From an optimization exercise on the open Yosys and OpenROAD flow, aimed at small area, a short achievable clock period and few clock cycles per item; shortcuts taken in it are not production practice. RTL that was checked went through simulation tests only; none was proved equivalent to the original.

v34:
## CordicAccelerator
module CordicAccelerator(
  input         clock,
  input         reset,
  input         cmd_valid,
  output        cmd_ready,
  input  [6:0]  cmd_funct,
  input  [4:0]  cmd_rd,
  input  [63:0] cmd_rs1,
  input  [63:0] cmd_rs2,
  output        resp_valid,
  input         resp_ready,
  output [4:0]  resp_rd,
  output [63:0] resp_data,
  output        busy
);
  function [31:0] addc(input [31:0] a, input [31:0] b, input c);
    reg [31:0] g, p, gg, pp, gn, pn;
    integer k, l;
    begin
      g = a & b;
      p = a ^ b;
      gg = g;
      pp = p;
      gg[0] = g[0] | (p[0] & c);
      pp[0] = 1'b0;
      for (l = 0; l < 5; l = l + 1) begin
        gn = gg;
        pn = pp;
        for (k = 0; k < 32; k = k + 1)
          if (k[l]) begin
            gn[k] = gg[k] | (pp[k] & gg[((k >> l) << l) - 1]);
            pn[k] = pp[k] & pp[((k >> l) << l) - 1];
          end
        gg = gn;
        pp = pn;
      end
      addc = p ^ {gg[30:0], c};
    end
  endfunction
  wire recirc;    
  wire [31:0] res;
  wire [4:0] end_rd;
  wire take;      
  assign cmd_ready = take;
  wire accept = cmd_valid & take;
  wire [31:0] z0 = cmd_rs2[31:0];
  wire z0_fits = (z0[31:17] == {15{z0[31]}});
  wire [17:0] zc0 = z0_fits ? z0[17:0] : {z0[31], {17{~z0[31]}}};
  wire d1 = zc0[17];
  wire [17:0] zs2 = d1 ? zc0 + 18'd51472 : zc0 - 18'd51472;
  wire [16:0] z3 = (zs2[17:16] == {2{zs2[17]}}) ? zs2[16:0] : {zs2[17], {16{~zs2[17]}}};
  wire d6 = z0[31] ? ($signed(z0) < -32'sd51472) : ($signed(z0) < 32'sd51472);
  wire [31:0] x4 = cmd_rs1[31:0];
  wire [31:0] yt5 = ((cmd_rs1[31:0] ^ {32{d1}}) + {31'd0, d1}) ^ {32{~d6}};
  reg [31:0] p1_x, p1_y;
  reg [16:0] p1_z;
  reg [4:0] p1_rd;
  reg p1_fn, p1_dn, p1_v;
  always @(posedge clock) begin
    if (reset) p1_v <= 1'b0;
    else p1_v <= accept | recirc;
    p1_x <= recirc ? res : x4;
    p1_y <= recirc ? {32{~d6}} : yt5;
    p1_z <= z3;
  ...
clock: 6.0 ns
lec_check: 0
cap_margin: 20
core_margin: 2
core_utilization: 60
setup_slack_margin: 2.0
slew_margin: 20
run.sh (not shown) runs the stock make flow with config.mk's settings and CLKGATE_MAP_FILE= SYNTH_SCRIPT=/design/flow/synth_recipe.tcl, a recipe that flattens the netlist after the stock synthesis.
Every stage of the flow completed for v34, and the final layout passed the timing, design-rule and antenna checks.
Testbench counts of v34, summed over its fixed seeds: cycles 1,856, items 1,600.
Edits applied to the flow inputs when going from v34 to v37:
Settings: changing SETUP_SLACK_MARGIN from 2.0 to 2.4.
## What came out
Comparing v34 and v37, the higher final cycle utilization of the critical path was measured on v34. [compare] base=v34 new=v37: worst setup slack went up 0.26 ns; routed wire length increased about 2%. sky130_fd_sc_hd__a311oi_1 as the slowest stage cell on the critical path was reported by v34, and sky130_fd_sc_hd__dfxtp_4 by v37. Utilization v34 -> v37: up.
Edits applied to the flow inputs when going from v37 to v15:
Settings: a change of SETUP_SLACK_MARGIN from 2.4 to 2.5; an added ABC_AREA of 1; an added CTS_BUF_LIST of sky130_fd_sc_hd__clkbuf_4 sky130_fd_sc_hd__clkbuf_8.
==> comparison <==
v15 | stages: all done | timing, DRC, antenna: all pass. Taking v37 as the reference, in v15 post-synthesis simple-gate area fraction picked up an extra 14 points; non-clock buffer count decreased 128. Going from v37 to v15, area taken by multi-input logic gates increased by about 5% relative to the old numbers, count of cell instances traversed by the critical path lower, design area +about 7%. Compared v15 vs v37, and via count is up in v15. Proportion of final cell area spent on non-clock buffers in v15 is 0.90 points below v37.
Input changes introduced in v50 (baseline for comparison: v15):
Settings: CTS_CLUSTER_SIZE newly set to 20; CTS_BUF_LIST changed from sky130_fd_sc_hd__clkbuf_4 sky130_fd_sc_hd__clkbuf_8 to sky130_fd_sc_hd__clkbuf_8; ABC_AREA removed (was 1).
Findings:
In the metrics for v50 and v15, the one carrying the lower worst stage delay on the critical path is v15.
Worst endpoint data arrival time ends up lower on v15.
From v15 to v50 the numbers moved as follows: compound-gate portion of the synthesized area grew by 6.3 points; area growth from synthesis to layout grew by 4.7 points; clock insertion delay at the later pin of the skew report shrank by 0.02 ns.
The lower met1 layer usage reported by global route came out of v15.
v50 vs v15 — horizontal die dimension dropped by a few percent


CordicAccelerator, a different RTL version from the one above (not shown whole).
Size: roughly 2500 flip-flops, about 180000 µm² of cells after synthesis.
Settings: LEC_CHECK=0, CAP_MARGIN=20, CORE_MARGIN=2, CORE_UTILIZATION=40, SETUP_SLACK_MARGIN=3.0, SLEW_MARGIN=20; clock period 6.0 ns.
The first run produced a clean layout.
Then changed:
ABC_CLOCK_PERIOD_IN_PS = 3000   (was not set)
What happened:
- The changed run passed the timing, design-rule and antenna checks
- wire length is unchanged
- global-route usage is unchanged
- first-iteration DRC count stays the same
- count of clock-buffer cells in the layout stays the same
- worst hold slack stays the same
No run of this note included a check of the RTL's function; only the layout flow was run.


== run A ==
CordicAccelerator, a different RTL version from the one above (not shown whole).
For scale: roughly 14000 cells after synthesis, roughly 220 I/O pins, roughly 0.14 mm2 of cells after synthesis.
==> flow/config.mk <==
export PLATFORM = sky130hd
export DESIGN_NAME = CordicAccelerator
export DESIGN_NICKNAME = CordicAccelerator
export VERILOG_FILES = /design/flow/design.v
export SDC_FILE = /design/flow/constraint.sdc
export NUM_CORES = 8
export LEC_CHECK = 0
export CAP_MARGIN = 20
export CORE_MARGIN = 2
export CORE_UTILIZATION = 50
export CTS_BUF_LIST = sky130_fd_sc_hd__clkbuf_8 sky130_fd_sc_hd__clkbuf_16
export CTS_CLUSTER_DIAMETER = 80
export CTS_CLUSTER_SIZE = 30
export GPL_ROUTABILITY_DRIVEN = 0
export SETUP_SLACK_MARGIN = 2.5
export SLEW_MARGIN = 20
==> flow/constraint.sdc <==
create_clock -name core_clock -period 6.0 [get_ports {clock}]
set_input_delay 1.2000 -clock core_clock [delete_from_list [all_inputs] [get_ports {clock}]]
set_output_delay 1.2000 -clock core_clock [all_outputs]
set_load 0.01 [all_outputs]
Testbench counts of run A, summed over its fixed seeds: cycles 1,856, items 1,600.
> inputs changed (run A -> run B)
- CORE_UTILIZATION now 60, was 50
- SETUP_SLACK_MARGIN now 2.6, was 2.5
### Flow results
- Higher number of cell instances on the worst register-to-register path among run B and run A: run B
- Run B vs. run A: count of plain and timing-repair buffers in the layout moved up, post-CTS resize count saw an increase, number of global-route vias before repair shows a reduction of 501.
Relative to run B, the following input files were edited for run C:
- swapping 2.6 for 2.5 in SETUP_SLACK_MARGIN
Findings:
The run showing the smaller final area is run C.
Relative to run B, the routed wire length on met2 measured on run C has increased slightly.
Post-route minimum period (run C over run B): increase, 5.8 ps
From run B to run C the numbers moved as follows: wire length after detailed routing flat, register-to-register setup slack has increased.
Between run C and run B, the met3 track utilization from global routing figures differ only marginally.
Any difference in maximum frequency between run C and run B is small enough to ignore.
As far as cell depth of the worst hold path goes, run B and run C are indistinguishable; the numbers are identical.
sky130_fd_sc_hd__or4b_4 as the master of the slowest instance on the critical path was reported by run B, and sky130_fd_sc_hd__clkdlybuf4s50_1 by run C.
Row worst hold slack: run C lower / run B higher
Looking at final non-filler cell total, run C sits 54 below run B.


CordicAccelerator, a different RTL version from the one above (not shown whole).
For scale: about 2,500 flip-flops.
clock: 6.0 ns
lec_check: 0
cap_margin: 20
core_margin: 2
core_utilization: 60
cts_buf_list: sky130_fd_sc_hd__clkbuf_8 sky130_fd_sc_hd__clkbuf_16
cts_cluster_diameter: 80
cts_cluster_size: 30
setup_slack_margin: 2.5
slew_margin: 20
Testbench counts at the start, summed over its fixed seeds: cycles 1,856, items 1,600.
Next try:
Settings changed: GPL_ROUTABILITY_DRIVEN set to 0, PLACE_DENSITY set to 0.66.
After rerunning: The new run completed with no timing, DRC or antenna violations. Routed wire length is lower by about 3.7%. Clock skew came out lower by 0.0093 ns. Sequential cell count is unchanged. Setup slack gains 0.075 ns. First-iteration DRC count went down by about 11%.
Next try:
Settings changed: PLACE_DENSITY 0.66 to not set.
=> First-iteration DRC count climbs by about 9%; non-clock buffer count went down by 13; critical path depth is lower by 3; hold slack gets better by 0.012 ns; register-to-register slack improves by 0.02 ns; global-route usage climbs by 0.63 points; die area stays the same.
Next try:
Settings changed: GPL_ROUTABILITY_DRIVEN 0 to not set, SETUP_SLACK_MARGIN 2.5 to 2.6.
Effect: Routed wire length fell by roughly a tenth; maximum frequency fell slightly; die area does not change; clock skew fell by 0.0043 ns; utilization rose by 1.3 points; flip-flop and latch count is unchanged.


Another version of the RTL of CordicAccelerator (not shown whole).
Size: roughly 2500 flip-flops.
Settings: LEC_CHECK=0, CAP_MARGIN=20, CORE_MARGIN=2, CORE_UTILIZATION=60, SETUP_SLACK_MARGIN=3.0, SLEW_MARGIN=20; clock period 6.0 ns.
The first run completed with no timing, DRC or antenna violations.
Testbench counts at the start, summed over its fixed seeds: cycles 1,864, items 1,600.
Next try:
--- a/flow/config.mk
+++ b/flow/config.mk
@@ -11 +11 @@
-export SETUP_SLACK_MARGIN = 3.0
+export SETUP_SLACK_MARGIN = 2.0
What happened: The new run went through all stages and came out clean; worst setup slack loses 210 ps; flip-flop and latch count stays the same; final cell count drops by 8.5%; wire length went down by 18%.


Setup of cedar:
CordicAccelerator, a different RTL version from the one above (not shown whole).
For scale: about 14000 cells after synthesis, roughly 2500 flip-flops, ~220 I/O pins, about 160000 µm² of cells after synthesis.
clock: 6.0 ns
lec_check: 0
cap_margin: 20
core_margin: 2
core_utilization: 60
setup_slack_margin: 3.0
slew_margin: 20
Edits applied to the flow inputs when going from cedar to tundra:
- a deleted SETUP_SLACK_MARGIN that had been 3.0
Results
- tundra against cedar; first-iteration DRC count is down by more than a quarter.
- tundra has fraction of area in registers above what cedar had.
- Going from cedar to tundra, aggregate global-route resource usage went down, final design instance area without fill has decreased, top fanout value on the critical path grew by 24.
- [compare] base=cedar new=tundra: final cell count without fillers moved down; routed wire length now smaller; remaining global-route overflow saw little to no change; depth of the most critical reg-to-reg path went down.
What pepper does differently from tundra at the input level:
- SETUP_SLACK_MARGIN now 2.0, previously not set
Findings:
Summary of pepper over tundra: per-cell via count in the routed design stayed essentially flat, cell count along the critical path rose by 3. Comparing tundra and pepper, the lower global routing usage on met2 is on tundra. pepper reports its endpoint of the most critical setup path as p25_x[31] while tundra reports h_data[31]. On pepper: final clock period utilization by the worst path is 18 points lower than what tundra gave.
No functional check of the RTL was part of any run of this note.


Another version of the RTL of CordicAccelerator (not shown whole).
Size in the first run: roughly 14000 cells after synthesis, about 2500 flip-flops, ~220 I/O pins.
make LEC_CHECK=0 CAP_MARGIN=20 CORE_MARGIN=2 CORE_UTILIZATION=60 CTS_BUF_LIST='sky130_fd_sc_hd__clkbuf_8 sky130_fd_sc_hd__clkbuf_16' CTS_CLUSTER_DIAMETER=80 CTS_CLUSTER_SIZE=30 GPL_ROUTABILITY_DRIVEN=0 SETUP_SLACK_MARGIN=2.7 SLEW_MARGIN=20 finish   # period 6.0 ns
The starting point produced a clean layout.
Testbench counts at the start, summed over its fixed seeds: cycles 1,856, items 1,600.
==> next run, changes <==
- SETUP_SLACK_MARGIN: 2.7 -> 2.5
The new run completed with no timing, DRC or antenna violations.
Hold slack improves by 0.012 ns.
Design area is lower by 2.6%.
Routed wire length is lower by 2.5%.
Die area stays the same.


CordicAccelerator, a different RTL version from the one above (not shown whole).
Size in the first run: roughly 14000 cells after synthesis, ~140000 µm² of cells after synthesis.
clock: 6.0 ns
lec_check: 0
cap_margin: 20
core_margin: 2
core_utilization: 60
cts_buf_list: sky130_fd_sc_hd__clkbuf_8 sky130_fd_sc_hd__clkbuf_16
cts_cluster_diameter: 80
cts_cluster_size: 30
gpl_routability_driven: 0
setup_slack_margin: 2.4
slew_margin: 20
The starting point ran to the end with no violations.
Testbench counts at the start, summed over its fixed seeds: cycles 1,856, items 1,600.
==> next run, changes <==
--- a/flow/config.mk
+++ b/flow/config.mk
@@ -13,4 +13,4 @@
 export CTS_CLUSTER_SIZE = 30
 export GPL_ROUTABILITY_DRIVEN = 0
-export SETUP_SLACK_MARGIN = 2.4
+export SETUP_SLACK_MARGIN = 2.5
 export SLEW_MARGIN = 20
Final area grows by 0.99%.
Via count is higher by 0.50%.
Clock-buffer cell count goes up by 2.
Fmax rose by 4.5%.
Utilization goes up by 0.65 points.
Sequential share of layout area went down by 0.30 points.
Non-clock buffer count goes up by 63.
Routed wire length rose by 1.8%.
==> next run, changes <==
--- a/flow/config.mk
+++ b/flow/config.mk
@@ -8,5 +8,5 @@
 export CAP_MARGIN = 20
 export CORE_MARGIN = 2
-export CORE_UTILIZATION = 60
+export CORE_UTILIZATION = 55
 export CTS_BUF_LIST = sky130_fd_sc_hd__clkbuf_8 sky130_fd_sc_hd__clkbuf_16
 export CTS_CLUSTER_DIAMETER = 80
The new run produced a clean layout.
Hold slack gains 0.0037 ns.
Critical path depth increases by 1.
Sequential share of layout area is lower by 0.18 points.
Cell area grows by 0.58%.
Wire length goes up by 1.8%.
Area after synthesis does not change.
Count of clock-buffer cells in the layout came out higher by 5.
Non-clock buffer count rose by 24.
First-iteration DRC count falls by 0.45%.


onyx:
RTL: one of the versions met above, not the one the previous note started from.
Size: roughly 2,500 flip-flops.
make LEC_CHECK=0 CAP_MARGIN=20 CORE_MARGIN=2 CORE_UTILIZATION=60 SETUP_SLACK_MARGIN=2.2 SLEW_MARGIN=20 finish   # period 6.0 ns
Testbench counts of onyx, summed over its fixed seeds: cycles 1,856, items 1,600.
Setup changes, onyx to maple
diff --git a/flow/config.mk b/flow/config.mk
--- a/flow/config.mk
+++ b/flow/config.mk
@@ -10,3 +10,3 @@
 export CORE_UTILIZATION = 60
-export SETUP_SLACK_MARGIN = 2.2
+export SETUP_SLACK_MARGIN = 2.8
 export SLEW_MARGIN = 20
[summary]
- Relative to onyx, the number of buffers outside the clock class in the layout measured on maple has increased by more than 100%.
- Taking onyx as the reference point, the tightest hold margin of maple falls by 29 ps.
- Relative to onyx, the number of CTS-inserted buffers measured on maple has decreased slightly.


== run 1 ==
CordicAccelerator, a different RTL version from the one above (not shown whole).
Size in the first run: about 2,500 flip-flops, roughly 220 I/O pins, ~140,000 um2 of cells after synthesis.
==> flow/design.v (excerpt) <==
module CordicAccelerator(
  input         clock,
  input         reset,
  input         cmd_valid,
  output        cmd_ready,
  input  [6:0]  cmd_funct,
  input  [4:0]  cmd_rd,
  input  [63:0] cmd_rs1,
  input  [63:0] cmd_rs2,
  output        resp_valid,
  input         resp_ready,
  output [4:0]  resp_rd,
  output [63:0] resp_data,
  output        busy
);
clock: 6.0 ns
lec_check: 0
cap_margin: 20
core_margin: 2
core_utilization: 60
cts_buf_list: sky130_fd_sc_hd__clkbuf_8 sky130_fd_sc_hd__clkbuf_16
cts_cluster_diameter: 80
cts_cluster_size: 30
gpl_routability_driven: 0
setup_slack_margin: 2.55
slew_margin: 20
Run 1: flow completed, timing, DRC and antenna clean
[inputs] run 2 vs run 1
- a change of SETUP_SLACK_MARGIN from 2.55 to 2.45
Results
Comparing run 2 and run 1, the lower global-route wire length before repair was measured on run 2. Going from run 1 to run 2, the fraction of layout cells with a size suffix above 1 was found to have gone down by 0.86 points. On via count of the first global-routing pass: run 2 sits below run 1.
#### Input delta (run 3 over run 2)
- a change of CTS_BUF_LIST from sky130_fd_sc_hd__clkbuf_8 sky130_fd_sc_hd__clkbuf_16 to sky130_fd_sc_hd__clkbuf_16
- a change of SETUP_SLACK_MARGIN from 2.45 to 2.5
- a change of CTS_CLUSTER_DIAMETER from 80 to 70
- a change of CTS_CLUSTER_SIZE from 30 to 36
### Flow results
Run 3 finished all stages; the layout is clean.
Run 2: PASS, flow complete, no timing, DRC or antenna violations
What run 4 does differently from run 3 at the input level:
- CTS_CLUSTER_SIZE now 30, was 36
- CTS_CLUSTER_DIAMETER now 80, was 70
- CTS_BUF_LIST now sky130_fd_sc_hd__clkbuf_8 sky130_fd_sc_hd__clkbuf_16, was sky130_fd_sc_hd__clkbuf_16
Findings:
- Sequential share of layout area delta for run 4 relative to run 3: 0.20 points higher
- Setup slack: run 4 less than run 3
- [compare] base=run 3 new=run 4: global router's overall resource usage comparable, final critical-path share of the clock period flat, required time reported for the critical path endpoint flat.
- The number of nets at the end of the flow of run 3 and that of run 4 are within noise of each other.
#### Input delta (run 5 over run 4)
- CORE_UTILIZATION: 60 -> 58
==> run summary <==
Run 5 vs run 4 — fraction of the cycle the final worst path needs dropped 0.23 points.
Comparing run 4 and run 5, number of cells traversed by the worst register-to-register path is lower on run 5.
Comparing run 4 and run 5, the lower final critical path time including I/O delays and setup was measured on run 5.
Cell count after placement was lower in run 4 than in run 5.
Of run 4 and run 5, the lower detailed-routing iteration count for the pre-antenna-repair pass belongs to run 5.
On clock latency on the worst-skew pair, run 4 and run 5 are neck and neck.
Between run 5 and run 4, the sequential portion of the cell area figures differ only marginally.
On number of top-level pins, run 4 and run 5 are basically level.
Diff run 4 and run 5: multi-input logic area higher in run 5
Fmax: run 5 > run 4
Modified inputs, run 6 compared to run 5
- changing CORE_UTILIZATION from 58 to 60
- changing SETUP_SLACK_MARGIN from 2.5 to 2.6
### Flow results
Peak fanout along the critical path: run 6 and run 5 compared, higher one is run 5
Run 6 reports a higher met1 capacity usage during global routing than run 5 does.
Taking run 5 as the reference, in run 6 total via count after detailed routing increased about 1.2%, global-route usage now larger, quantity of I/O buffers inserted on ports comparable, highest clock rate went up 0.83%.
Function was not checked in any run of this note: the RTL went through the layout flow alone.

port drivers added, routing unchanged:
Ports are ideal in the flow. The routed layouts listed here were re-timed in OpenROAD. Step 1 (the two cells are an assumption about what drives the block):
set clk [get_ports {clock}]
set_driving_cell -lib_cell sky130_fd_sc_hd__clkbuf_16 $clk
set_driving_cell -lib_cell sky130_fd_sc_hd__buf_2 [delete_from_list [all_inputs] $clk]
Step 2 times the ports against the registers' clock, not the clock port: input delays grow and output delays shrink by t, the midpoint of the rising clock arrivals with the driver on. Three values: ideal, step 1, step 2; two values: the first two.
run | t, ns | setup slack, ns | worst data-port slew with drivers (ns)
v34 | 1.021 | 2.090 / 2.090 / 1.165 | 0.11
v37 | 0.985 | 2.355 / 2.338 / 1.424 | 0.13
v15 | 1.168 | 2.464 / 2.365 / 1.623 | 0.05
v50 | 1.147 | 2.305 / 2.235 / 1.464 | 0.11
the first run of note 2 | 1.042 | 2.019 / 2.019 / 2.019 | 0.17
the second run of note 2 | 1.042 | 2.019 / 2.019 / 2.019 | 0.17
run A | 0.918 | 2.510 / 2.510 / 1.806 | 0.14
run B | 0.907 | 2.575 / 2.575 / 1.825 | 0.06
run C | 0.919 | 2.569 / 2.537 / 1.802 | 0.06
the first run of note 4 | 0.932 | 2.292 / 2.292 / 1.786 | 0.06
the second run of note 4 | 0.941 | 2.368 / 2.368 / 1.626 | 0.18
the third run of note 4 | 0.919 | 2.384 / 2.384 / 1.797 | 0.07
the fourth run of note 4 | 0.907 | 2.318 / 2.312 / 1.853 | 0.08
the first run of note 5 | 1.022 | 2.335 / 2.297 / 2.335 | 0.15
the second run of note 5 | 1.006 | 2.127 / 2.054 / 2.127 | 0.09
cedar | 1.013 | 2.060 / 2.060 / 2.060 | 0.16
tundra | 0.984 | 0.896 / 0.896 / 0.896 | 0.15
pepper | 0.982 | 1.994 / 1.994 / 1.994 | 0.15
the first run of note 7 | 0.936 | 2.465 / 2.465 / 1.861 | 0.19
the second run of note 7 | 0.929 | 2.440 / 2.440 / 1.703 | 0.10
the first run of note 8 | 0.924 | 2.346 / 2.346 / 1.604 | 0.07
the second run of note 8 | 0.931 | 2.502 / 2.501 / 1.757 | 0.09
the third run of note 8 | 0.928 | 2.467 / 2.467 / 1.711 | 0.07
onyx | 1.006 | 2.277 / 2.254 / 1.306 | 0.10
maple | 1.016 | 2.211 / 2.172 / 1.403 | 0.08
run 1 | 0.921 | 2.496 / 2.496 / 1.838 | 0.06
run 2 | 0.918 | 2.451 / 2.451 / 1.753 | 0.06
run 3 | 0.907 | 2.496 / 2.496 / 1.763 | 0.05
run 4 | 0.895 | 2.487 / 2.487 / 1.770 | 0.04
run 5 | 0.891 | 2.501 / 2.501 / 1.801 | 0.04
run 6 | 0.912 | 2.530 / 2.530 / 1.888 | 0.05
After both steps setup and hold are still met in every run listed. The setup slack of onyx, which loses most, moves by -0.023 ns with the drivers and by -0.971 ns with both steps.
